This design comes from an exercise in tuning for small area and a short achievable clock period on the open sky130 flow, not from production work. Function was checked by simulation only, so behaviour that the tests miss may differ from the original.

## job 9389
// fp_mac
module fp_mac (
    input  wire        clk,
    input  wire [31:0] a,
    input  wire [31:0] b,
    input  wire        en_mult,
    input  wire        en_accuml,
    input  wire        rst_accuml,
    output reg  [31:0] acc_out
);
reg  [31:0] s;                        
wire [31:0] res;
fp_mac_core core (.a(a), .b(b), .en_mult(en_mult), .s(s), .res(res));
always @(posedge clk) begin
    if (rst_accuml) begin
        acc_out <= s;
        s       <= 32'd0;
    end else if (en_accuml) begin
        acc_out <= res;
        s       <= res;
    end else begin
        s       <= 32'd0;
    end
end
endmodule
Settings: LEC_CHECK=0, CAP_MARGIN=20, CORE_MARGIN=2, CORE_UTILIZATION=40, PLACE_DENSITY=0.6, SETUP_SLACK_MARGIN=5, SLEW_MARGIN=20, SYNTH_HIERARCHICAL=1, TNS_END_PERCENT=0; clock period 25.0 ns.
run.sh (not shown) runs the stock make flow with config.mk's settings and CLKGATE_MAP_FILE= SYNTH_SCRIPT=/design/flow/synth_recipe.tcl, a recipe that flattens the netlist after the stock synthesis.
Here is what was changed in the inputs of job 1112 compared with job 9389.
diff --git a/flow/config.mk b/flow/config.mk
--- a/flow/config.mk
+++ b/flow/config.mk
@@ -15 +14,0 @@
-export TNS_END_PERCENT = 0
## What came out
Going from job 9389 to job 1112, achievable frequency up 0.00059 GHz, total inserted antenna cells moved up, final period utilization -0.90 points, worst clock skew was more or less identical.
Sort job 1112 and job 9389 by fraction of layout instances using a drive strength above 1 desc -> top: job 1112
From job 1112 to job 9389, top-level port count did not move at all.
Between job 1112 and job 9389, the wire length figures differ only marginally.
Job 1112 ends up with a number of stages on the worst setup path that is about 4% higher than in job 9389.
In terms of fraction of area in clock buffers and inverters, job 1112 and job 9389 differ only marginally.
Compared job 9389 against job 1112; synthesis-to-layout area growth within noise.
Sort job 1112 and job 9389 by least setup slack across all paths after layout, descending, and job 1112 comes first.

========
## rev 12
Another version of the RTL of fp_mac (not shown whole).
For scale: about 3600 cells after synthesis, roughly 64 flip-flops, roughly 100 I/O pins, ~30000 um^2 of cells after synthesis.
export LEC_CHECK = 0
export CAP_MARGIN = 20
export CORE_MARGIN = 2
export CORE_UTILIZATION = 60
export PLACE_DENSITY = 0.75
export SETUP_SLACK_MARGIN = 5
export SLEW_MARGIN = 20
export SYNTH_HIERARCHICAL = 1
create_clock -name core_clock -period 25.0 [get_ports {clk}]
Changes in rev 13 relative to rev 12:
# rev 12
export LEC_CHECK = 0
export CAP_MARGIN = 20
export CORE_MARGIN = 2
export CORE_UTILIZATION = 60
export PLACE_DENSITY = 0.75
export SETUP_SLACK_MARGIN = 5
export SLEW_MARGIN = 20
export SYNTH_HIERARCHICAL = 1
create_clock -name core_clock -period 25.0 [get_ports {clk}]
# rev 13
export LEC_CHECK = 0
export CAP_MARGIN = 20
export CORE_MARGIN = 2
export CORE_UTILIZATION = 40
export PLACE_DENSITY = 0.6
export SETUP_SLACK_MARGIN = 5
export SLEW_MARGIN = 20
export SYNTH_HIERARCHICAL = 1
create_clock -name core_clock -period 25.0 [get_ports {clk}]
==> comparison <==
Rev 13 ended with every stage complete and zero timing, DRC or antenna violations. No stage failed in rev 12, and the final checks on the layout all came back clean. Number of fill cells in the layout: rev 13 higher than rev 12. The lower cell area after placement of rev 12 and rev 13 is in rev 12. [rev 13] worst hold slack fell 15 ps relative to rev 12. Run comparison: rev 12 start point of the critical path b[2]; rev 13 start point of the critical path a[8]. The sequential share of layout area on rev 13 is in line with that on rev 12. Rev 13 reports a lower portion of the clock cycle consumed by the worst path in the final layout than rev 12 does. Number of post-CTS setup repair buffers in rev 13 is 2 above rev 12. Rev 13 — wire length of the first global-routing pass 1.5% lower, rev 12 as reference. Relative to rev 12, total detailed-routing wirelength decreased by 0.95% in rev 13.

========
fp_mac, a different RTL version from the one above (not shown whole).
Size in the first run: ~3,500 cells after synthesis, ~64 flip-flops, roughly 29,000 sq um of cells after synthesis.
==> flow/config.mk <==
export PLATFORM = sky130hd
export DESIGN_NAME = fp_mac
export DESIGN_NICKNAME = fp_mac
export VERILOG_FILES = /design/flow/design.v
export SDC_FILE = /design/flow/constraint.sdc
export NUM_CORES = 4
export LEC_CHECK = 0
export CAP_MARGIN = 20
export CORE_MARGIN = 2
export CORE_UTILIZATION = 40
export PLACE_DENSITY = 0.6
export SETUP_SLACK_MARGIN = 4
export SLEW_MARGIN = 20
export SYNTH_HIERARCHICAL = 1
==> flow/constraint.sdc <==
create_clock -name core_clock -period 25.0 [get_ports {clk}]
set_input_delay 5.0000 -clock core_clock [delete_from_list [all_inputs] [get_ports {clk}]]
set_output_delay 5.0000 -clock core_clock [all_outputs]
set_load 0.01 [all_outputs]
Rerun with:
Settings changed: SETUP_SLACK_MARGIN 4 to 5.
Result: Routed wire length rises by 2.7%; fmax rises by 4.6%; cell count rises by 2.3%; via count rises by 3.0%; global-route usage rises by 0.86 points; design area rises by 4.8%; setup slack improves by 0.89 ns; worst hold slack improves by 0.0068 ns.

-- what the ideal ports hide --
In the flow no input, the clock included, has a driving cell. The finished layouts below were timed again as built, in two steps. Step 1 assumes that a clkbuf_16 drives the clock port and a buf_2 every other input. Step 2 adds t to the input delays and takes it off the output delays; t is the mean of the earliest and latest rising clock arrival at the registers after step 1. Input paths then give back, and output paths get back, about the clock's delay inside the block. Three values: ideal, step 1, step 2; two values: the first two.
| run | t, ns | slack for setup (ns) | hold slack, ns | worst register clock-pin slew, ns |
|---|---|---|---|---|
| job 9389 | 0.371 | 5.373 / 5.389 / 5.017 | 0.655 / 0.655 / 0.655 | 0.07 / 0.07 |
| job 1112 | 0.372 | 5.599 / 5.599 / 5.227 | 0.646 / 0.646 / 0.646 | 0.07 / 0.07 |
| rev 12 | 0.382 | 5.367 / 5.384 / 5.003 | 0.673 / 0.673 / 0.673 | 0.06 / 0.06 |
| rev 13 | 0.358 | 5.477 / 5.483 / 5.125 | 0.658 / 0.658 / 0.658 | 0.06 / 0.06 |
| the first run of note 3 | 0.363 | 4.566 / 4.485 / 4.122 | 0.646 / 0.646 / 0.646 | 0.06 / 0.06 |
| the second run of note 3 | 0.361 | 5.457 / 5.392 / 5.031 | 0.652 / 0.652 / 0.652 | 0.06 / 0.06 |
After both steps setup and hold are still met in every run listed. For the first run of note 3, which loses most, drivers alone change the setup slack by -0.081 ns; drivers and shift together by -0.444 ns.
